From an optimization exercise on the open Yosys and OpenROAD flow, aimed at small area and a short achievable clock period; shortcuts taken in it are not production practice. Only simulation tests tie the RTL to the original design; equivalence was not proved. Power is estimated from default activity; no workload was simulated.

`flow/flow/run.sh`:
```
#!/bin/bash
# The standard layout (standard.sh), with two changes to how cells are chosen:
# - the port buffers are buf_4 cells (the default pick is a delay cell,
#   clkdlybuf4s50_1, which adds about 0.5 ns to every port path);
# - timing repair may resize a cell to any footprint.
# make's full output goes to flow_make.log here; ORFS's per-step logs stay
# under orfs/logs.
set -euo pipefail
export BUFFER_PORTS_ARGS="-buffer_cell sky130_fd_sc_hd__buf_4"
bash standard.sh MATCH_CELL_FOOTPRINT=0 finish > flow_make.log 2>&1
```
`flow/standard.sh`:
```
#!/bin/bash
# synth_recipe.tcl (not shown) runs the flow's synth.tcl, then flattens the netlist and writes it again
# the make line also repeats each setting of config.mk as NAME=value (left out here)
make -C /OpenROAD-flow-scripts/flow DESIGN_CONFIG=/design/flow/config.mk WORK_HOME=/design/flow/orfs CLKGATE_MAP_FILE= SYNTH_SCRIPT=/design/flow/synth_recipe.tcl "${@:-finish}"
```
`flow/config.mk`:
```
export PLATFORM = sky130hd
export DESIGN_NAME = DataPath
export DESIGN_NICKNAME = DataPath
export VERILOG_FILES = /design/flow/design.v
export SDC_FILE = /design/flow/constraint.sdc
export NUM_CORES = 4
export LEC_CHECK = 0
export CAP_MARGIN = 20
export CORE_MARGIN = 2
export CORE_UTILIZATION = 40
export SETUP_SLACK_MARGIN = 5.0
export SLEW_MARGIN = 20
export SYNTH_HIERARCHICAL = 1
export TNS_END_PERCENT = 25
```
`flow/constraint.sdc`:
```
create_clock -name core_clock -period 8.0 [get_ports {clk}]
set_input_delay 1.6000 -clock core_clock [delete_from_list [all_inputs] [get_ports {clk}]]
set_output_delay 1.6000 -clock core_clock [all_outputs]
set_load 0.01 [all_outputs]
```
`flow/design.v`:
```
module DataPath(input clk, input rst,
    output [31:0] imem_addr, input [31:0] imem_rdata,
    output [31:0] dmem_addr, output [31:0] dmem_wdata, output dmem_we, output dmem_re,
    input [31:0] dmem_rdata);
    genvar g, k;
    reg  [31:0] pc;
    reg         flush;            
    reg         nfl;              
    reg  [31:0] ins, pcd;
    reg  [31:0] r1n, r2n;         
    wire [31:0] r1p = ~r1n, r2p = ~r2n;
    reg         wb_e, st_e, ld_e, ext_e;
    reg         sub_e, ar_e, and_e, or_e, slt_e;
    reg  [31:0] rsv_e, rtv_e;
    reg  [15:0] imm_e;
    reg  [4:0]  rt_e;
    reg         fbm_e, fbw_e;
    reg  [1:0]  sam_e, saw_e, sar_e;
    reg  [1:0]  sbm_e, sbw_e, sbr_e, snm_e, snw_e, snr_e, sbi_e;
    reg         wb_m, st_m, ld_m;
    reg  [31:0] res_m, sd_m;
    reg  [4:0]  dst_m;
    reg  [31:0] wd_w;
    reg  [32*32-1:32] rf;
    wire [32*32-1:32] rf_d;       
    wire [5:0]  op = ins[31:26];
    wire [5:0]  fn = ins[5:0];
    wire [4:0]  rs = ins[25:21];
    wire [4:0]  rt = ins[20:16];
    wire op_r   = op == 6'b000000;
    wire op_j   = op == 6'b000010;
    wire op_beq = op == 6'b000100;
    wire op_bne = op == 6'b000101;
    wire op_lw  = op == 6'b100011;
    wire op_sw  = op == 6'b101011;
    wire f_add = fn == 6'b100000;
    wire f_sub = fn == 6'b100010;
    wire f_and = fn == 6'b100100;
    wire f_or  = fn == 6'b100101;
    wire f_slt = fn == 6'b101010;
    wire wb_id = (op_r & (f_add | f_sub | f_and | f_or | f_slt)) | op_lw;
    wire [31:0] df;
    wire [15:0] e1;
    wire [7:0]  e2;
    wire [3:0]  e3;
    wire [1:0]  e4;
    wire        eq;
    generate
        for (k = 0; k < 32; k = k + 1) begin : cmp0
            XOR2 x(r1n[k], r2n[k], df[k]);
        end
        for (k = 0; k < 16; k = k + 1) begin : cmp1
            NOR2 x(df[2*k], df[2*k+1], e1[k]);
        end
        for (k = 0; k < 8; k = k + 1) begin : cmp2
            NAND2 x(e1[2*k], e1[2*k+1], e2[k]);
        end
        for (k = 0; k < 4; k = k + 1) begin : cmp3
            NOR2 x(e2[2*k], e2[2*k+1], e3[k]);
        end
        for (k = 0; k < 2; k = k + 1) begin : cmp4
            NAND2 x(e3[2*k], e3[2*k+1], e4[k]);
        end
    endgenerate
    NOR2 cmp5(e4[0], e4[1], eq);
    wire taken = (op_beq & eq) | (op_bne & ~eq);
    wire [31:0] pc4  = {pc[31:2] + 30'd1, pc[1:0]};
    wire [31:0] btgt = {pcd[31:2] + {14'b0, ins[15:0]}, pcd[1:0]};
    wire [31:0] jtgt = {2'b00, pcd[31:28], ins[25:0]};
    wire [31:0] pc_s = rst ? 32'b0 : flush ? pc : op_j ? jtgt : pc4;
    wire        tk_g = taken & ~flush & ~rst;
    wire [31:0] pc_n = tk_g ? btgt : pc_s;
    wire [4:0] dst_e = ext_e ? rt_e : imm_e[15:11];
    wire       wbz_e = wb_e & (dst_e != 0);
    wire [4:0] rs_f = imem_rdata[25:21];
    wire [4:0] rt_f = imem_rdata[20:16];
    wire [31:1] s1, s2;
    generate for (g = 1; g < 32; g = g + 1) begin : dec
        assign s1[g] = (nfl & (rs_f == g)) | (flush & (rs == g));
        assign s2[g] = (nfl & (rt_f == g)) | (flush & (rt == g));
    end endgenerate
    wire [31:0] r1n_n, r2n_n;     
    generate for (k = 0; k < 32; k = k + 1) begin : rd_bit
        wire [10:0] n1, n2;
        for (g = 0; g < 10; g = g + 1) begin : grp
            AO222N a1(s1[3*g+1], rf_d[32*(3*g+1)+k], s1[3*g+2], rf_d[32*(3*g+2)+k], s1[3*g+3], rf_d[32*(3*g+3)+k], n1[g]);
            AO222N a2(s2[3*g+1], rf_d[32*(3*g+1)+k], s2[3*g+2], rf_d[32*(3*g+2)+k], s2[3*g+3], rf_d[32*(3*g+3)+k], n2[g]);
        end
        NAND2 b1(s1[31], rf_d[32*31+k], n1[10]);
        NAND2 b2(s2[31], rf_d[32*31+k], n2[10]);
        wire [2:0] m1, m2;
        NAND4 c10(n1[0], n1[1], n1[2], n1[3], m1[0]);
        NAND4 c11(n1[4], n1[5], n1[6], n1[7], m1[1]);
        NAND3 c12(n1[8], n1[9], n1[10], m1[2]);
        NOR3  c13(m1[0], m1[1], m1[2], r1n_n[k]);
        NAND4 c20(n2[0], n2[1], n2[2], n2[3], m2[0]);
        NAND4 c21(n2[4], n2[5], n2[6], n2[7], m2[1]);
        NAND3 c22(n2[8], n2[9], n2[10], m2[2]);
        NOR3  c23(m2[0], m2[1], m2[2], r2n_n[k]);
    end endgenerate
    wire [31:0] wd_n = ld_m ? dmem_rdata : res_m;
    wire fam = wbz_e & (dst_e == rs);
    wire fbm = wbz_e & (dst_e == rt);
    wire faw = wb_m & (dst_m == rs);
    wire fbw = wb_m & (dst_m == rt);
    wire ext = op_lw | op_sw;
    wire inv = op_r & (f_sub | f_slt);
    wire [9:0] sel_n = {ext, inv & ~fbm & ~fbw, inv & ~fbm & fbw, inv & fbm,
                        ~ext & ~inv & ~fbm & ~fbw, ~ext & ~inv & ~fbm & fbw, ~ext & ~inv & fbm,
                        ~fam & ~faw, ~fam & faw, fam};
    wire [9:0] sel_c;
    generate for (k = 0; k < 10; k = k + 1) begin : selc
        BUF b(sel_n[k], sel_c[k]);
    end endgenerate
    always @(posedge clk) begin
        pc   <= pc_n;
        flush <= op_lw & ~flush & ~rst & ((rs_f == rt) | (rt_f == rt));
        nfl   <= ~(op_lw & ~flush & ~rst & ((rs_f == rt) | (rt_f == rt)));
        r1n  <= r1n_n;
        r2n  <= r2n_n;
        if (!flush) begin
            ins <= op_j ? 32'b0 : imem_rdata;
            pcd <= pc4;
        end
        if (rst) ins <= 32'b0;
        wb_e  <= wb_id & ~flush & ~rst;
        st_e  <= op_sw & ~flush & ~rst;
        ld_e  <= op_lw & ~flush & ~rst;
        ext_e <= ext;
        sub_e <= op_r & (f_sub | f_slt);
        ar_e  <= ~op_r | f_add | f_sub;
        and_e <= op_r & f_and;
        or_e  <= op_r & f_or;
        slt_e <= op_r & f_slt;
        rsv_e <= r1p;
        rtv_e <= r2p;
        imm_e <= ins[15:0];
        rt_e  <= rt;
        fbm_e <= fbm;
        fbw_e <= fbw;
        sam_e <= {sel_c[0], sel_n[0]};
        saw_e <= {sel_c[1], sel_n[1]};
        sar_e <= {sel_c[2], sel_n[2]};
        sbm_e <= {sel_c[3], sel_n[3]};
        sbw_e <= {sel_c[4], sel_n[4]};
        sbr_e <= {sel_c[5], sel_n[5]};
        snm_e <= {sel_c[6], sel_n[6]};
        snw_e <= {sel_c[7], sel_n[7]};
        snr_e <= {sel_c[8], sel_n[8]};
        sbi_e <= {sel_c[9], sel_n[9]};
    end
    wire [31:0] bf = fbm_e ? res_m : fbw_e ? wd_w : rtv_e;
    wire [31:0] a, b, sum;
    wire        cout;
    generate for (k = 0; k < 32; k = k + 1) begin : opnd
        wire x0, x1, x2, y0, y1, y2;
        NAND2 ua0(sam_e[k/16], res_m[k], x0);
        NAND2 ua1(saw_e[k/16], wd_w[k], x1);
        NAND2 ua2(sar_e[k/16], rsv_e[k], x2);
        NAND3 ua(x0, x1, x2, a[k]);
        AO222N ub0(sbm_e[k/16], res_m[k], sbw_e[k/16], wd_w[k], sbr_e[k/16], rtv_e[k], y0);
        AO222N ub1(snm_e[k/16], ~res_m[k], snw_e[k/16], ~wd_w[k], snr_e[k/16], ~rtv_e[k], y1);
        if (k < 16) begin : im
            NAND2 ub2(sbi_e[k/16], imm_e[k], y2);
            NAND3 ub(y0, y1, y2, b[k]);
        end else begin : nim
            NAND2 ub(y0, y1, b[k]);
        end
    end endgenerate
    ADD32 add(a, b, sub_e, sum, cout);
    wire [31:0] lg  = ({32{and_e}} & (a & b)) | ({32{or_e}} & (a | b)) |
                      {31'b0, slt_e & ~cout};
    wire [31:0] res = ({32{ar_e}} & sum) | lg;
    always @(posedge clk) begin
        wb_m  <= wbz_e & ~rst;
        st_m  <= st_e & ~rst;
        ld_m  <= ld_e & ~rst;
        res_m <= res;
        sd_m  <= bf;
        dst_m <= dst_e;
    end
    assign dmem_addr  = res_m;
    assign dmem_wdata = sd_m;
    assign dmem_we    = st_m;
    assign dmem_re    = ld_m;
    assign imem_addr  = pc;
    always @(posedge clk) begin
        wd_w  <= wd_n;
    end
    generate for (g = 1; g < 32; g = g + 1) begin : wr
        wire we = wb_m & ~rst & (dst_m == g);
        for (k = 0; k < 32; k = k + 1) begin : b
            AO22 h(we, wd_n[k], ~we, rf[32*g+k], rf_d[32*g+k]);
        end
    end endgenerate
    always @(posedge clk) rf <= rf_d;
endmodule
module AO222N(input a0, b0, a1, b1, a2, b2, output y);
    assign y = ~((a0 & b0) | (a1 & b1) | (a2 & b2));
endmodule
module NAND2(input a, b, output y);
    assign y = ~(a & b);
endmodule
module AO22(input a0, b0, a1, b1, output y);
    assign y = (a0 & b0) | (a1 & b1);
endmodule
module NAND3(input a, b, c, output y);
    assign y = ~(a & b & c);
endmodule
module NOR2(input a, b, output y);
    assign y = ~(a | b);
endmodule
module INV(input a, output y);
    assign y = ~a;
endmodule
module XOR2(input a, b, output y);
    assign y = a ^ b;
endmodule
module AOI21(input a1, a2, b, output y);
    assign y = ~((a1 & a2) | b);
endmodule
module OAI21(input a1, a2, b, output y);
    assign y = ~((a1 | a2) & b);
endmodule
module MAJN(input a, b, c, output y);
    assign y = ~((a & b) | (c & (a | b)));
endmodule
module ADD32(input [31:0] a, b, input ci, output [31:0] s, output co);
    genvar i, l;
    wire [31:0] p;
    wire [31:0] g [0:5];
    wire [31:0] t [0:5];
    generate
        for (i = 0; i < 32; i = i + 1) begin : l0
            XOR2 xp(a[i], b[i], p[i]);
            if (i == 0) begin : c0
                MAJN m(a[i], b[i], ci, g[0][i]);
            end else begin : cn
                NAND2 ng(a[i], b[i], g[0][i]);
            end
            NOR2 nt(a[i], b[i], t[0][i]);
        end
        for (l = 1; l <= 5; l = l + 1) begin : lv
            for (i = 0; i < 32; i = i + 1) begin : n
                if (i < (1 << (l-1))) begin : pass
                    INV ig(g[l-1][i], g[l][i]);
                end else if (l % 2 == 1) begin : odd
                    OAI21 og(t[l-1][i], g[l-1][i-(1<<(l-1))], g[l-1][i], g[l][i]);
                    if (i >= (1 << l)) begin : tp
                        NOR2 ot(t[l-1][i], t[l-1][i-(1<<(l-1))], t[l][i]);
                    end
                end else begin : even
                    AOI21 ag(t[l-1][i], g[l-1][i-(1<<(l-1))], g[l-1][i], g[l][i]);
                    if (i >= (1 << l)) begin : tp
                        NAND2 at(t[l-1][i], t[l-1][i-(1<<(l-1))], t[l][i]);
                    end
                end
            end
        end
        XOR2 xs0(p[0], ci, s[0]);
        for (i = 1; i < 32; i = i + 1) begin : sm
            XOR2 xs(p[i], g[5][i-1], s[i]);
        end
    endgenerate
    assign co = g[5][31];
endmodule
module NAND4(input a, b, c, d, output y);
    assign y = ~(a & b & c & d);
endmodule
module NOR3(input a, b, c, output y);
    assign y = ~(a | b | c);
endmodule
module BUF(input a, output y);
    assign y = a;
endmodule
```
==> impl_metrics.py, run 1 <==
metrics = {
    "power_and_ir_drop": {
        "intPower_mw": 11.1,
        "power_frac_comb_pct": 2.9,
        "power_density_mw_per_mm2": 202,
        "p_switching_mw": 3.35,
        "vdd_ir_drop_max_v": 0.000235,
        "clock_power_share_pct": 48.9,
        "seqPwrFrac_pct": 48.2,
        "p_leak_nw": 27.3,
        "report.power.total_mw": 14.5,
        "sw_frac_of_total_pct": 23.2,
    },
    "detailed_routing": {
        "antenna_left": 0,
        "dr_total_vias": 59203,
        "drc": 0,
        "drt_pass1_iterations": 30,
        "drt-initial-drc-count": 15601,
        "via_per_inst": 7.43,
        "wl_per_cell_um": 37.2,
        "wirelength_um": 296000,
    },
    "placement": {
        "gp_congestion": 1.06,
        "dp.final_hpwl_um": 156000,
        "port_buffers": 163,
    },
    "floorplanning": {
        "initial_core_util_pct": 40.2,
        "dieArea_sq_mm": 0.143,
        "core_sq_mm": 0.139,
        "core.rowCount": 137,
        "io_pins": 164,
        "die_height_um": 378,
        "dieWidth_um": 378,
    },
    "synth": {
        "ys_seq_area_share_pct": 50.3,
        "ys_seq_elements": 1372,
        "syn_inst": 5218,
        "yosys_warnings": 8,
        "syn_area_per_cell_sq_um": 10.7,
        "synth_fp_nets": 5302,
        "synth_area_sq_mm": 0.0559,
        "synth_flop_cell": "dfxtp_1",
        "synth_edf_count": 64,
        "synth-async-reset-ratio_pct": 0,
        "yosysUniqueCellTypes": 73,
    },
    "timing": {
        "period_share_pct": 45.8,
        "tns_ps": 0,
        "rsz0062_at_grt": "yes",
        "worstMarginPinSlew_ps": 1020,
        "finalCriticalPeriod_ps": 3670,
        "setup_viol": 0,
        "fmax_mhz": 273,
        "relSlewSlack_pct": 31.2,
        "hold_violations": 0,
        "worst_clock_skew_ps": 37.1,
        "finalMaxSlewViolations": 0,
    },
    "cts": {
        "cts_tree": "yes",
        "cts_hold_buf": 0,
        "cts.path.max_buffers": 3,
        "numCtsBuffers": 145,
        "clkLatencyLatePin_ps": 820,
        "clk_pin_slew_worst_paths_ps": 70,
        "clkSinkCount": 1372,
        "ctsRootBufferMaster": "clkbuf_16",
        "htreeDepth": 4,
    },
    "status": {
        "status": "complete, no violations",
    },
    "setup_path": {
        "arrival_ps": 4410,
        "worstPathMaxFanout": 10,
        "critPathKind": "in2reg",
        "rr_startpoint": "ins[16]",
        "ff2ff_setup_slack_ps": 4520,
        "r2r_end": "r2n[17]",
        "r2r_cells": 7,
        "critPathLaunchType": "primary input",
        "cp.required_ps": 8740,
        "end_kind": "flop",
    },
    "finish": {
        "final_cell_mix": "dfxtp_1 (1243), a22o_1 (1007), a222oi_1 (704)",
        "final_nets": 6054,
        "drive_gt1_share_pct": 22.5,
        "area_growth_pct": 27.8,
        "final_common_cell": "dfxtp_1",
    },
    "min_path": {
        "min_from": "r1n[17]",
        "whs_endpoint": "rsv_e[17]",
        "hold_class": "reg2reg",
        "min_path_cells": 1,
    },
    "global_routing": {
        "overflow": 0,
        "grt_max_degree": 65,
        "grt_util_all_layers_pct": 39.0,
        "antenna_found_initial": 23,
        "grt_pass1_wl_um": 403000,
        "grt_pass1_vias": 53834,
    },
    "run": {
        "drv_cap": 0,
    },
}
==> Yosys stat by module (local to each module, per instance), excerpt <==
module | cells | times used | flops+latches | cell area, sq um
NAND2 | 1 | 277 | 0 | 3.75
OAI21 | 1 | 75 | 0 | 5.00
AO22 | 1 | 992 | 0 | 8.76
AO222N | 1 | 704 | 0 | 10.0
NAND3 | 1 | 112 | 0 | 5.00
MAJN | 2 | 1 | 0 | 12.5
==> final cells by class <==
class	instances	area (sq um)
inverters	269	1130
diodes	12	30.0
clock inverters	46	561
repair buffers	655	6210
repair inverters	30	225
clock buffers	209	4350
fillers	12226	67700
flip-flops and latches	1372	28200
multi-input cells	3497	28500
well taps	1876	2350
==> metrics by stage <==
step	area [sq um]	utilization [%]	setup WS [ps]	cells	hold WS [ps]
after detailed placement	61500	44.2	2180	7289	397
after global placement	61500	44.2	2200	7289	393
final	71500	51.4	4330	7966	411
after CTS	70200	50.4	4710	7878	406
after floorplan	56800	-	4370	5218	329
after global routing	71500	51.4	4460	7959	424
==> kinds of logic after synthesis <==
group                    synth area share, %
AO/OA/AOI/OAI                           34.0
XOR/XNOR                                2.77
adder cells (fa/ha/maj)                0.416
buffers and inverters                   2.55
flip-flops                              50.3
multiplexers                           0.700
AND/OR/NAND/NOR                         9.33
==> synthesized netlist by cell type, drive strengths merged (5+ instances only) <==
| master | number | area share [%] |
|---|---|---|
| nor3b | 5 | 0.067 |
| o22ai | 64 | 0.72 |
| and3 | 15 | 0.18 |
| xnor2 | 41 | 0.68 |
| nor2b | 13 | 0.15 |
| a22oi | 55 | 0.74 |
| nor3 | 80 | 1.3 |
| and4 | 7 | 0.11 |
| nor4 | 10 | 0.15 |
| o21ai | 206 | 1.9 |
| edfxtp | 64 | 3.4 |
| ha | 17 | 0.38 |
| or3 | 5 | 0.056 |
| o211ai | 5 | 0.067 |
| o21a | 6 | 0.081 |
| nor2 | 148 | 0.99 |
| xor2 | 133 | 2.1 |
| dfxtp | 1308 | 47 |
| nand2b | 13 | 0.15 |
| nand2 | 431 | 2.9 |
| a21o | 11 | 0.15 |
| clkbuf | 71 | 0.48 |
| a222oi | 704 | 13 |
| buf | 24 | 0.27 |
| mux2i | 38 | 0.68 |
| nand3 | 145 | 1.3 |
| a22o | 1024 | 16 |
| nand4 | 150 | 1.7 |
| inv | 268 | 1.8 |
| or2 | 11 | 0.12 |
| a21oi | 106 | 1.3 |
==> power by group through the flow <==
| stage | clock [mW] | combinational, mW | sequential [mW] |
|---|---|---|---|
| floorplan | 0 | 0.199 | 7.09 |
| global placement | 0 | 0.362 | 7.12 |
| detailed placement | 0 | 0.367 | 7.12 |
| CTS | 7.03 | 0.391 | 6.97 |
| global route | 7.32 | 0.422 | 6.97 |
| finish | 7.07 | 0.416 | 6.97 |
==> worst max-delay path by stage <==
stage | startpoint | endpoint | slack, ps | depth (start not counted)
final | rst | r2n[1] | 4330 | 15
after global routing | rst | r2n[1] | 4460 | 15
after CTS | rst | r1n[22] | 4710 | 12
after detailed placement | rst | r1n[21] | 2180 | 9
after global placement | rst | r2n[21] | 2200 | 9
after floorplan | rst | r2n[0] | 4370 | 9
==> sequential cells by signal, summed over array words and instances, names as in the netlist, 5 cells and up <==
signal	flops
sd_m	32
res_m	32
rtv_e	32
r2n	32
rf	992
pcd	32
dst_m	5
rt_e	5
wd_w	32
ins	32
pc	32
imm_e	16
r1n	32
rsv_e	32
==> timing repair <==
| action | CTS | global route |
|---|---|---|
| gates resized for setup | 157 | 148 |
| gates cloned | 48 | 6 |
| pin swaps | 99 | 138 |
| setup buffers | 286 | 70 |
| setup endpoints to repair | 1061 | 182 |
==> routing by layer <==
layer	vias up	GRT usage, %	part of all wire (%)
li1	23378	-	-
met1	28238	46.0	35
met2	5778	55.2	40
met3	1779	18.9	16
met4	30	26.9	9.1
met5	-	1.92	0.17
==> worst max-delay path, stage by stage <==
cell and delay, ps:
buf_16 120, nand2b_4 200, nor3_4 60, buf_6 150
buf_6 130, nand2_8 60, buf_12 150, buf_4 130
buf_12 110, clkinvlp_4 100, buf_8 180, a22o_4 290
a222oi_1 610, nand4_1 280, nor3_2 210
==> run 2: changes to the inputs <==
--- a/flow/config.mk
+++ b/flow/config.mk
@@ -9,6 +9,8 @@
 export CORE_MARGIN = 2
 export CORE_UTILIZATION = 40
-export SETUP_SLACK_MARGIN = 5.0
+export CTS_CLUSTER_DIAMETER = 60
+export CTS_CLUSTER_SIZE = 25
+export SETUP_SLACK_MARGIN = 4.7
 export SLEW_MARGIN = 20
 export SYNTH_HIERARCHICAL = 1
-export TNS_END_PERCENT = 25
+export TNS_END_PERCENT = 100
==> run 2 against run 1 <==
Still clean on timing, DRC and antenna. Clock skew fell by 4.1 ps. Global-route usage fell by 0.64 points. Maximum frequency rose by 0.21%. Final area fell by 2.3%. Clock-buffer cell count fell by 85. Cell count fell by 1.2%. Via count fell by 2.1%. Flip-flop and latch count did not move. Worst setup slack improved by 7.7 ps. Critical endpoint is now r2n[17]. Highest routed layer unchanged.
==> impl_metrics.py, run 2 <==
metrics = {
    "synth": {
        "synth_simple_gate_area_share_pct": 9.33,
        "synth-async-reset-ratio_pct": 0,
        "synth_top_family_by_area": "compound AO/OA/AOI/OAI gates",
        "synth_fp_nets": 5302,
        "yosysMostFrequentCell": "dfxtp_1",
        "synth-adder-area-share_pct": 0.416,
        "synth_flop_cell": "dfxtp_1",
        "muxShareOfSynthArea_pct": 0.700,
        "yosysUniqueCellTypes": 73,
        "synth_edf_count": 64,
        "synth-compound-area-share_pct": 34.0,
        "synth_commonest_cells": "dfxtp_1 (1308), a22o_1 (1024), a222oi_1 (704), nand2_1 (431), inv_1 (268)",
        "ys_seq_elements": 1372,
        "synth_top_area_cell": "dfxtp_1",
        "syn_inst": 5218,
        "synth_top_area_share_pct": 46.8,
        "synthTopCellsByArea": "dfxtp_1 (47%), a22o_1 (16%), a222oi_1 (13%), edfxtp_1 (3.4%), nand2_1 (2.9%)",
        "synth-xor-area-share_pct": 2.77,
        "yosys_warnings": 8,
        "ys_seq_area_share_pct": 50.3,
        "synth_area_sq_mm": 0.0559,
        "syn_area_per_cell_sq_um": 10.7,
    },
    "setup_path": {
        "critPathKind": "in2reg",
        "end_kind": "flop",
        "worstPathMaxFanout": 7,
        "critPathLaunchType": "primary input",
        "cp.required_ps": 8700,
        "arrival_ps": 4360,
    },
    "finish": {
        "fill_cells": 12379,
        "drive_gt1_share_pct": 21.0,
        "regMostFlops": "rf",
        "final_common_cell": "dfxtp_1",
        "final_cell_mix": "dfxtp_1 (1266), a22o_1 (1005), a222oi_1 (704)",
        "largest_register_ffs": 992,
        "area_growth_pct": 24.8,
        "final_nets": 5973,
    },
    "timing": {
        "finalMaxSlewViolations": 0,
        "fmax_mhz": 273,
        "setup_viol": 0,
        "rsz0062_at_grt": "yes",
        "worstMarginPinSlew_ps": 1060,
        "worst_clock_skew_ps": 33.0,
        "holdWs_ps": 425,
        "relSlewSlack_pct": 28.9,
        "hold_violations": 0,
        "period_share_pct": 45.7,
        "tns_ps": 0,
        "finalCriticalPeriod_ps": 3660,
    },
    "placement": {
        "port_buffers": 163,
        "dp.final_hpwl_um": 156000,
        "gp_congestion": 1.06,
    },
    "detailed_routing": {
        "via_per_inst": 7.37,
        "drt_pass1_iterations": 17,
        "drt-initial-drc-count": 15476,
        "wirelength_um": 291000,
        "antenna_left": 0,
        "drc": 0,
        "dr_total_vias": 57970,
        "wl_per_cell_um": 37.0,
    },
    "cts": {
        "cts_hold_buf": 0,
        "clkLatencyLatePin_ps": 800,
        "clkSinkCount": 1372,
        "clk_pin_slew_worst_paths_ps": 80,
        "cts.path.max_buffers": 3,
        "numCtsBuffers": 112,
        "htreeDepth": 3,
        "ctsRootBufferMaster": "clkbuf_16",
        "cts_tree": "yes",
    },
    "floorplanning": {
        "core.rowCount": 137,
        "dieWidth_um": 378,
        "die_height_um": 378,
        "initial_core_util_pct": 40.2,
        "dieArea_sq_mm": 0.143,
        "io_pins": 164,
        "core_sq_mm": 0.139,
    },
    "global_routing": {
        "grt_util_all_layers_pct": 38.4,
        "grt_pass1_vias": 53136,
        "grt_pass1_wl_um": 398000,
        "overflow": 0,
        "grt_max_degree": 65,
        "antenna_found_initial": 14,
    },
    "run": {
        "drv_cap": 0,
    },
    "min_path": {
        "hold_class": "reg2reg",
    },
    "power_and_ir_drop": {
        "p_leak_nw": 26.4,
        "vdd_ir_drop_max_v": 0.000224,
        "power_density_mw_per_mm2": 194,
    },
    "status": {
        "status": "complete, no violations",
    },
}
run 2: cell counts after synthesis:
Identical to the previous run, type by type.
run 2: final timing paths:
check	startpoint	end	slack [ps]	depth (start not counted)
min	r2n[17]	rtv_e[17]	420	1
max reg2reg	dst_m[2]	r2n[21]	4420	8
min reg2reg	r2n[17]	rtv_e[17]	420	1
max	rst	r2n[17]	4340	12
run 2: timing repair:
action / CTS / global route
cloned: 43 / 5
pin swaps: 68 / 160
buffers inserted: 251 / 63
resized for setup: 126 / 108
endpoints found under the setup margin: 769 / 98
endpoints found under the hold margin: 0 / 0
run 2: final cells by class:
class	count	area [sq um]	area share, %
Multi-Input combinational cell	3496	28400	40.6
Sequential cell	1372	28200	40.3
Timing Repair Buffer	608	5580	7.98
Clock buffer	124	2940	4.21
Tap cell	1876	2350	3.36
Inverter	269	1130	1.61
Clock inverter	88	1060	1.52
Timing Repair inverter	30	225	0.323
Antenna cell	8	20.0	0.0287
run 2: critical path: stages:
cell and delay (ps):
buf_16 110, nand2b_4 170, buf_4 130, nor2_4 30, buf_12 140, buf_12 120
nand2_8 150, clkinvlp_4 190, a22o_1 290, a222oi_1 370, nand4_1 560, nor3_2 430
run 2: modules after synthesis, one instance, submodules excluded, a selection:
module | copies in the design | cells inside | flip-flops and latches
AO22 | 992 | 1 | 0
AOI21 | 54 | 1 | 0
BUF | 9 | 1 | 0
DataPath | 1 | 2568 | 1372
NAND3 | 112 | 1 | 0
NAND4 | 128 | 1 | 0
run 2: where the power goes:
| group | internal (mW) | switching, mW | leakage [nW] |
|---|---|---|---|
| clock network | 3.04 | 3.10 | 1.93 |
| registers | 6.91 | 0.0585 | 11.3 |
| logic | 0.124 | 0.290 | 13.1 |
| total | 10.1 | 3.45 | 26.4 |
run 2: routing by layer:
layer	up-vias	global-route usage [%]	routed length, um	part of all wire (%)
met5	-	2.61	660	0.23
met4	25	26.4	25400	8.7
met3	1543	17.7	46200	16
met2	5472	54.4	117000	40
met1	27703	45.7	102000	35
li1	23227	-	-	-
run 2: cells by family after synthesis:
group,count (synthesis)
compound gates,2207
buf+inv,364
simple gates,1044
mux,39
xor+xnor,174
fa+ha+maj,18
flops,1372
run 2: through the flow:
stage / worst slack, ps / total power, mW / util, % / cell area [sq um] / instances
2_1_floorplan: 4370 / 7.29 / - / 56800 / 5218
3_3_place_gp: 2200 / 7.49 / 44.2 / 61500 / 7289
3_5_place_dp: 2180 / 7.49 / 44.2 / 61500 / 7289
4_1_cts: 4560 / 13.5 / 49.3 / 68600 / 7795
5_1_grt: 4430 / 13.8 / 50.2 / 69800 / 7868
6_report: 4340 / 13.5 / 50.2 / 69800 / 7871
==> run 3: changes to the inputs <==
--- a/flow/design.v
+++ b/flow/design.v
@@ -15,11 +15,10 @@
     reg  [15:0] imm_e;
     reg  [4:0]  rt_e;
-    reg         fbm_e, fbw_e;
-    reg  [1:0]  sam_e, saw_e, sar_e;
-    reg  [1:0]  sbm_e, sbw_e, sbr_e, snm_e, snw_e, snr_e, sbi_e;
+    reg         fbm_e;
+    reg  [1:0]  sam_e, sar_e;
+    reg  [1:0]  sbm_e, sbr_e, snm_e, snr_e, sbi_e;
     reg         wb_m, st_m, ld_m;
     reg  [31:0] res_m, sd_m;
     reg  [4:0]  dst_m;
-    reg  [31:0] wd_w;
     reg  [32*32-1:32] rf;
     wire [32*32-1:32] rf_d;       
@@ -106,9 +105,8 @@
     wire ext = op_lw | op_sw;
     wire inv = op_r & (f_sub | f_slt);
-    wire [9:0] sel_n = {ext, inv & ~fbm & ~fbw, inv & ~fbm & fbw, inv & fbm,
-                        ~ext & ~inv & ~fbm & ~fbw, ~ext & ~inv & ~fbm & fbw, ~ext & ~inv & fbm,
-                        ~fam & ~faw, ~fam & faw, fam};
-    wire [9:0] sel_c;
-    generate for (k = 0; k < 10; k = k + 1) begin : selc
+    wire [6:0] sel_n = {ext, inv & ~fbm, inv & fbm, ~ext & ~inv & ~fbm, ~ext & ~inv & fbm,
+                        ~fam, fam};
+    wire [6:0] sel_c;
+    generate for (k = 0; k < 7; k = k + 1) begin : selc
         BUF b(sel_n[k], sel_c[k]);
     end endgenerate
@@ -133,32 +131,27 @@
         or_e  <= op_r & f_or;
         slt_e <= op_r & f_slt;
-        rsv_e <= r1p;
-        rtv_e <= r2p;
+        rsv_e <= faw ? wd_n : r1p;
+        rtv_e <= fbw ? wd_n : r2p;
         imm_e <= ins[15:0];
         rt_e  <= rt;
         fbm_e <= fbm;
-        fbw_e <= fbw;
         sam_e <= {sel_c[0], sel_n[0]};
-        saw_e <= {sel_c[1], sel_n[1]};
-        sar_e <= {sel_c[2], sel_n[2]};
-        sbm_e <= {sel_c[3], sel_n[3]};
-        sbw_e <= {sel_c[4], sel_n[4]};
-        sbr_e <= {sel_c[5], sel_n[5]};
-        snm_e <= {sel_c[6], sel_n[6]};
-        snw_e <= {sel_c[7], sel_n[7]};
-        snr_e <= {sel_c[8], sel_n[8]};
-        sbi_e <= {sel_c[9], sel_n[9]};
+        sar_e <= {sel_c[1], sel_n[1]};
+        sbm_e <= {sel_c[2], sel_n[2]};
+        sbr_e <= {sel_c[3], sel_n[3]};
+        snm_e <= {sel_c[4], sel_n[4]};
+        snr_e <= {sel_c[5], sel_n[5]};
+        sbi_e <= {sel_c[6], sel_n[6]};
     end
-    wire [31:0] bf = fbm_e ? res_m : fbw_e ? wd_w : rtv_e;
+    wire [31:0] bf = fbm_e ? res_m : rtv_e;
     wire [31:0] a, b, sum;
     wire        cout;
     generate for (k = 0; k < 32; k = k + 1) begin : opnd
-        wire x0, x1, x2, y0, y1, y2;
+        wire x0, x2, y0, y1, y2;
         NAND2 ua0(sam_e[k/16], res_m[k], x0);
-        NAND2 ua1(saw_e[k/16], wd_w[k], x1);
         NAND2 ua2(sar_e[k/16], rsv_e[k], x2);
-        NAND3 ua(x0, x1, x2, a[k]);
-        AO222N ub0(sbm_e[k/16], res_m[k], sbw_e[k/16], wd_w[k], sbr_e[k/16], rtv_e[k], y0);
-        AO222N ub1(snm_e[k/16], ~res_m[k], snw_e[k/16], ~wd_w[k], snr_e[k/16], ~rtv_e[k], y1);
+        NAND2 ua(x0, x2, a[k]);
+        AO22N ub0(sbm_e[k/16], res_m[k], sbr_e[k/16], rtv_e[k], y0);
+        AO22N ub1(snm_e[k/16], ~res_m[k], snr_e[k/16], ~rtv_e[k], y1);
         if (k < 16) begin : im
             NAND2 ub2(sbi_e[k/16], imm_e[k], y2);
@@ -186,5 +179,4 @@
     assign imem_addr  = pc;
     always @(posedge clk) begin
-        wd_w  <= wd_n;
     end
     generate for (g = 1; g < 32; g = g + 1) begin : wr
@@ -274,2 +266,5 @@
     assign y = a;
 endmodule
+module AO22N(input a0, b0, a1, b1, output y);
+    assign y = ~((a0 & b0) | (a1 & b1));
+endmodule
--- a/flow/config.mk
+++ b/flow/config.mk
@@ -11,5 +11,5 @@
 export CTS_CLUSTER_DIAMETER = 60
 export CTS_CLUSTER_SIZE = 25
-export SETUP_SLACK_MARGIN = 4.7
+export SETUP_SLACK_MARGIN = 4.5
 export SLEW_MARGIN = 20
 export SYNTH_HIERARCHICAL = 1
==> run 3 against run 2 <==
Non-clock buffer count shrank 46. Register-to-register slack worse by 210 ps. Cell count is 3.5% lower. Wire length decreased by 7.1%. Global-route usage shrank 2.9 points. Combinational power fell by 1%. Clock power decreased by 3%. Final area decreased by 2.3%. Synthesized cell count is 2.5% lower. Sequential power down 3%. Maximum frequency decreased by 5.9%. Critical endpoint is now r2n[30]. Largest cell class unchanged.
==> impl_metrics.py, run 3 <==
metrics = {
    "status": {
        "status": "complete, no violations",
    },
    "synth": {
        "synth_edf_count": 64,
        "synth_top_area_share_pct": 46.0,
        "ys_seq_area_share_pct": 49.4,
        "synthTopCellsByArea": "dfxtp_1 (46%), a22o_1 (16%), a222oi_1 (12%), edfxtp_1 (3.5%), nand2_1 (2.6%)",
        "yosysMostFrequentCell": "dfxtp_1",
        "synth_fp_nets": 5171,
        "synth_top_area_cell": "dfxtp_1",
        "syn_area_per_cell_sq_um": 10.9,
        "yosys_warnings": 8,
        "synth-async-reset-ratio_pct": 0,
        "yosysUniqueCellTypes": 70,
        "ys_seq_elements": 1333,
        "synth_area_sq_mm": 0.0553,
        "synth_commonest_cells": "dfxtp_1 (1269), a22o_1 (1025), a222oi_1 (641), nand2_1 (379), inv_1 (208)",
        "syn_inst": 5087,
        "synth_flop_cell": "dfxtp_1",
    },
    "power_and_ir_drop": {
        "p_switching_mw": 3.32,
        "power_frac_comb_pct": 3.1,
        "vdd_ir_drop_max_v": 0.000194,
        "power_density_mw_per_mm2": 193,
        "intPower_mw": 9.82,
        "sw_frac_of_total_pct": 25.3,
        "clock_power_share_pct": 45.3,
        "seqPwrFrac_pct": 51.5,
        "p_leak_nw": 25.3,
        "report.power.total_mw": 13.1,
    },
    "setup_path": {
        "cp.required_ps": 8690,
        "end_kind": "flop",
        "arrival_ps": 4580,
        "critPathLaunchType": "primary input",
        "startpoint": "rst",
        "worstPathMaxFanout": 5,
        "rr_startpoint": "dst_m[3]",
        "critPathKind": "in2reg",
    },
    "finish": {
        "regArea_sq_mm": 0.0273,
        "drive_gt1_share_pct": 20.6,
        "multi_input_area_sq_mm": 0.0286,
        "largest_register_ffs": 992,
        "final_cells": 7597,
        "regMostFlops": "rf",
        "final_cell_mix": "dfxtp_1 (1258), a22o_1 (1015), a222oi_1 (641)",
        "final_nets": 5793,
        "utilization_pct": 49.7,
        "fill_cells": 12153,
        "area_growth_pct": 23.4,
        "final_common_cell": "dfxtp_1",
    },
    "floorplanning": {
        "dieArea_sq_mm": 0.141,
        "die_height_um": 376,
        "core.rowCount": 136,
        "io_pins": 164,
        "dieWidth_um": 376,
        "initial_core_util_pct": 40.3,
        "core_sq_mm": 0.137,
    },
    "global_routing": {
        "overflow": 0,
        "grt_pass1_wl_um": 369000,
        "antenna_found_initial": 5,
        "grt_max_degree": 65,
        "grt_pass1_vias": 49815,
        "grt_util_all_layers_pct": 35.4,
    },
    "placement": {
        "dp.cells": 7073,
        "dp.final_hpwl_um": 151000,
        "gp_congestion": 0.945,
        "port_buffers": 163,
        "dp_slack_ps": 2460,
    },
    "timing": {
        "worst_clock_skew_ps": 39.1,
        "period_share_pct": 48.6,
        "setup_viol": 0,
        "rsz0062_at_grt": "yes",
        "fin_ws_ps": 4110,
        "relSlewSlack_pct": 24.6,
        "finalMaxSlewViolations": 0,
        "finalCriticalPeriod_ps": 3890,
        "fmax_mhz": 257,
        "worstMarginPinSlew_ps": 1130,
        "hold_violations": 0,
        "tns_ps": 0,
    },
    "detailed_routing": {
        "drt-initial-drc-count": 14333,
        "drt_pass1_iterations": 17,
        "wl_per_cell_um": 35.6,
        "drc": 0,
        "dr_total_vias": 54854,
        "antenna_left": 0,
        "via_per_inst": 7.22,
        "wirelength_um": 270000,
    },
    "min_path": {
        "hold_class": "reg2reg",
        "min_from": "ins[14]",
    },
    "cts": {
        "clkLatencyLatePin_ps": 780,
        "ctsRootBufferMaster": "clkbuf_16",
        "cts_tree": "yes",
        "clkSinkCount": 1333,
        "clk_pin_slew_worst_paths_ps": 70,
        "numCtsBuffers": 106,
        "htreeDepth": 3,
        "cts.path.max_buffers": 3,
    },
    "run": {
        "drv_cap": 0,
    },
}
run 3: cell count changes after synthesis, moves of 42 or more:
cell      delta
mux2i_1     +65
a22oi_2     +64
a222oi_1    -63
inv_1       -60
nand2_1     -52
o21ai_0     -42
run 3: cell type report:
class,instances,area share [%]
inverters,209,1.32
repair inverters,26,0.286
diodes,2,0.00734
multi-input cells,3471,41.9
flip-flops and latches,1333,40.1
clock inverters,84,1.75
repair buffers,562,7.33
clock buffers,116,4.02
well taps,1794,3.29
run 3: metrics by stage:
step | hold slack (ps) | cell area (sq um)
2_1_floorplan | 329 | 56200
3_3_place_gp | 390 | 60700
3_5_place_dp | 398 | 60700
4_1_cts | 409 | 66600
5_1_grt | 422 | 68200
6_report | 413 | 68200
run 3: power groups by stage:
stage / clock network (mW) / logic, mW / registers [mW]
4_1_cts: 5.95 / 0.376 / 6.77
3_5_place_dp: 0 / 0.360 / 6.93
6_report: 5.96 / 0.410 / 6.77
5_1_grt: 6.19 / 0.421 / 6.78
3_3_place_gp: 0 / 0.357 / 6.93
2_1_floorplan: 0 / 0.201 / 6.89
run 3: modules after synthesis (local to each module, per instance), a selection:
module | flip-flops and latches | cells
AO222N | 0 | 1
AO22N | 0 | 1
AOI21 | 0 | 1
DataPath | 1333 | 2472
MAJN | 0 | 2
NAND2 | 0 | 1
NOR3 | 0 | 1
XOR2 | 0 | 1
run 3: per-layer routing:
| layer | vias up | GRT usage (%) | routed length [um] |
|---|---|---|---|
| met3 | 985 | 12.9 | 40600 |
| met4 | 4 | 22.8 | 20900 |
| met1 | 26539 | 46.1 | 101000 |
| met5 | - | 0.0343 | 33 |
| met2 | 4694 | 49.1 | 108000 |
| li1 | 22632 | - | - |
run 3: timing repair:
item / CTS / global route
gates cloned: 38 / 11
hold buffers: 0 / 0
setup endpoints to repair: 96 / 64
pin swaps: 35 / 158
buffers inserted: 153 / 120
gates resized for setup: 69 / 72
run 3: final timing paths:
check,end,slack (ps),cells after the start
setup / recovery,r2n[30],4110,12
hold reg to reg,imm_e[14],410,0
hold / removal,imm_e[14],410,0
setup reg to reg,r2n[8],4210,8
run 3: critical path, stage by stage:
cell      delay (ps)
buf_16           130
or3b_4           420
nor2_4           130
buf_6            130
nand2_8           50
buf_16           130
buf_12           140
buf_8            140
a22o_4           230
a222oi_1         430
nand4_1          680
nor3_2           350
run 3: kinds of logic after synthesis:
family	synth area share [%]
multiplexers	1.89
AO/OA/AOI/OAI	34.1
AND/OR/NAND/NOR	9.15
buffers and inverters	2.18
flip-flops	49.4
adder cells (fa/ha/maj)	0.421
XOR/XNOR	2.79
==> run 4: changes to the inputs <==
--- a/flow/config.mk
+++ b/flow/config.mk
@@ -11,5 +11,5 @@
 export CTS_CLUSTER_DIAMETER = 60
 export CTS_CLUSTER_SIZE = 25
-export SETUP_SLACK_MARGIN = 4.5
+export SETUP_SLACK_MARGIN = 4.7
 export SLEW_MARGIN = 20
 export SYNTH_HIERARCHICAL = 1
==> run 4 against run 3 <==
Still clean. Combinational power increased by 1%. Sequential share of layout area decreased by 0.43 points. Via count increased by 0.63%. Synthesized area unchanged. Worst hold slack improved by 4.5 ps. Synthesized cell count unchanged. Clock-buffer cell count unchanged. Wire length increased by 1.0%.
==> impl_metrics.py, run 4 <==
metrics = {
    "status": {
        "status": "complete, no violations",
    },
    "finish": {
        "finish.instance_area_sq_mm": 0.0690,
        "area_growth_pct": 24.8,
        "final_nets": 5824,
        "regMostFlops": "rf",
        "final_cell_mix": "dfxtp_1 (1247), a22o_1 (1013), a222oi_1 (641)",
        "drive_gt1_share_pct": 21.5,
        "largest_register_ffs": 992,
        "final_common_cell": "dfxtp_1",
    },
    "cts": {
        "ctsRootBufferMaster": "clkbuf_16",
        "numCtsBuffers": 106,
        "cts_hold_buf": 0,
        "clk_pin_slew_worst_paths_ps": 70,
        "htreeDepth": 3,
        "clkLatencyLatePin_ps": 780,
        "clkSinkCount": 1333,
        "cts_tree": "yes",
        "cts.path.max_buffers": 3,
    },
    "detailed_routing": {
        "drt_pass1_iterations": 14,
        "dr_total_vias": 55199,
        "via_per_inst": 7.24,
        "antenna_left": 0,
        "wl_per_cell_um": 35.8,
        "drc": 0,
        "drt-initial-drc-count": 14115,
        "wirelength_um": 273000,
    },
    "setup_path": {
        "ff2ff_setup_slack_ps": 4140,
        "rr_startpoint": "dst_m[4]",
        "end_kind": "flop",
        "r2r_end": "r2n[30]",
        "cp.required_ps": 8690,
        "critPathKind": "in2reg",
        "r2r_cells": 10,
        "critPathLaunchType": "primary input",
        "worstPathMaxFanout": 5,
        "arrival_ps": 4650,
    },
    "timing": {
        "setup_viol": 0,
        "period_share_pct": 49.6,
        "fmax_mhz": 252,
        "hold_violations": 0,
        "fin_ws_ps": 4030,
        "worstMarginPinSlew_ps": 1020,
        "finalCriticalPeriod_ps": 3970,
        "tns_ps": 0,
        "finalMaxSlewViolations": 0,
        "relSlewSlack_pct": 32.1,
        "rsz0062_at_grt": "yes",
        "worst_clock_skew_ps": 39.8,
    },
    "global_routing": {
        "grt_util_all_layers_pct": 36.3,
        "grt_pass1_vias": 50410,
        "grt_pass1_wl_um": 376000,
        "antenna_found_initial": 2,
        "grt_max_degree": 65,
        "overflow": 0,
    },
    "placement": {
        "dp_slack_ps": 2460,
        "dp.final_hpwl_um": 151000,
        "port_buffers": 163,
        "detailed_place.area_sq_mm": 0.0607,
        "gp_congestion": 0.945,
    },
    "floorplanning": {
        "io_pins": 164,
        "dieWidth_um": 376,
        "core_sq_mm": 0.137,
        "dieArea_sq_mm": 0.141,
        "die_height_um": 376,
        "initial_core_util_pct": 40.3,
        "core.rowCount": 136,
    },
    "min_path": {
        "whs_endpoint": "imm_e[14]",
        "hold_class": "reg2reg",
        "min_path_cells": 0,
        "min_from": "ins[14]",
    },
    "synth": {
        "syn_inst": 5087,
        "synth-async-reset-ratio_pct": 0,
        "synth_area_sq_mm": 0.0553,
        "synth_top_area_cell": "dfxtp_1",
        "ys_seq_elements": 1333,
        "yosysMostFrequentCell": "dfxtp_1",
        "syn_area_per_cell_sq_um": 10.9,
        "synth_fp_nets": 5171,
        "yosysUniqueCellTypes": 70,
        "yosys_warnings": 8,
        "ys_seq_area_share_pct": 49.4,
        "synth_top_area_share_pct": 46.0,
        "synth_edf_count": 64,
        "synthTopCellsByArea": "dfxtp_1 (46%), a22o_1 (16%), a222oi_1 (12%), edfxtp_1 (3.5%), nand2_1 (2.6%)",
        "synth_commonest_cells": "dfxtp_1 (1269), a22o_1 (1025), a222oi_1 (641), nand2_1 (379), inv_1 (208)",
        "synth_flop_cell": "dfxtp_1",
    },
    "power_and_ir_drop": {
        "vdd_ir_drop_max_v": 0.000197,
        "power_density_mw_per_mm2": 190,
        "p_leak_nw": 25.6,
    },
    "run": {
        "drv_cap": 0,
    },
}
run 4: cell counts after synthesis:
Identical to the previous run, type by type.
run 4: worst max path at each step:
stage	start	end	slack, ps	cells past startpoint
floorplan	rst	r1n[0]	4410	9
global placement	rst	r2n[30]	2620	9
detailed placement	rst	r1n[26]	2460	9
CTS	rst	r2n[26]	4490	9
global route	rst	r2n[30]	4130	12
finish	rst	r2n[30]	4030	12
run 4: worst max-delay path, cell delays in order:
cell	delay [ps]
buf_16	130
or3b_4	430
nor2_4	190
nand2_4	100
buf_16	140
buf_12	140
buf_6	110
buf_8	130
a22o_1	240
a222oi_1	330
nand4_1	740
nor3_2	350
run 4: Yosys stat by module, one instance, submodules excluded, excerpt:
module  cells inside  times used  cell area (sq um)  flops+latches
AO22               1         992               8.76              0
AO222N             1         640               10.0              0
AO22N              1          64               12.5              0
AOI21              1          54               8.76              0
BUF                1           6               7.51              0
INV                1          31               3.75              0
MAJN               2           1               12.5              0
NAND2              1         277               3.75              0
NAND4              1         128               6.26              0
NOR2               1         106               3.75              0
NOR3               1          64               10.0              0
OAI21              1          75               5.00              0
XOR2               1          96               8.76              0
run 4: power by group:
group	switching, mW	total, mW	internal (mW)	leakage, nW
registers	0.0612	6.77	6.71	11.0
clock network	2.97	5.95	2.98	1.90
logic	0.284	0.416	0.132	12.7
run 4: repair_timing:
action                     4_1_cts  5_1_grt
gates cloned                    46        6
setup endpoints to repair      422       81
resized for setup              119      101
setup buffers                  223       78
pin swaps                      140      128
run 4: cell type report:
class | instances | area, sq um
clock inverter | 84 | 1190
multi-input combinational | 3471 | 28800
timing repair inverter | 26 | 195
clock buffer | 116 | 2740
fill | 12042 | 68300
inverter | 209 | 901
sequential | 1333 | 27400
tap | 1794 | 2240
timing repair buffer | 593 | 5610
antenna | 1 | 2.50
run 4: per-stage QoR:
stage	cells	utilization (%)	power (mW)	hold WS, ps
after floorplan	5087	-	7.10	329
after CTS	7542	49.3	13.1	409
after global routing	7626	50.2	13.4	422
after global placement	7073	44.2	7.28	390
final	7627	50.2	13.1	417
after detailed placement	7073	44.2	7.29	398
run 4: cells by family (layout without fill, tap and decap cells):
family	after synthesis	in the layout	share of synthesized area, %
AO/OA/AOI/OAI	2156	2156	34.1
XOR/XNOR	175	175	2.79
adder cells (fa/ha/maj)	18	18	0.421
buffers and inverters	305	1028	2.18
flip-flops	1333	1333	49.4
multiplexers	104	104	1.89
other	0	1	0
AND/OR/NAND/NOR	996	1018	9.15
run 4: per-layer routing:
metal / part of all wire, % / vias to the layer above / track usage (%)
met5: 0 / - / 0
met4: 7.9 / 0 / 23.3
met3: 15 / 1035 / 14.6
met2: 40 / 4753 / 50.2
met1: 37 / 26710 / 46.3
li1: - / 22701 / -

==> re-timing with driven ports <==
The results above use ideal ports. As a check the final layouts listed here were re-extracted and re-timed, cells and wires unchanged. Step 1, drivers: a clkbuf_16 drives clk and a buf_2 each remaining input, both assumed. Step 2 also shifts input and output timing later by t, the mid clock arrival at the registers, as if the neighbouring blocks saw the same clock. Three values: no drivers, after step 1, after step 2; two values: the first two.
run | t, ns | setup slack, ns | hold WS [ns] | worst setup path after step 2 | cell pins on the clock port's net
run 1 | 0.883 | 4.334 / 4.287 / 3.404 | 0.411 / 0.411 / 0.411 | input to register | 1
run 2 | 0.866 | 4.341 / 4.296 / 3.430 | 0.425 / 0.425 / 0.425 | input to register | 1
run 3 | 0.845 | 4.113 / 4.137 / 3.291 | 0.413 / 0.413 / 0.413 | input to register | 1
run 4 | 0.837 | 4.031 / 4.037 / 3.200 | 0.417 / 0.417 / 0.417 | input to register | 1
After both steps setup and hold are still met in every run listed. The setup slack of run 1, which loses most, moves by -0.047 ns with the drivers and by -0.930 ns with both steps.
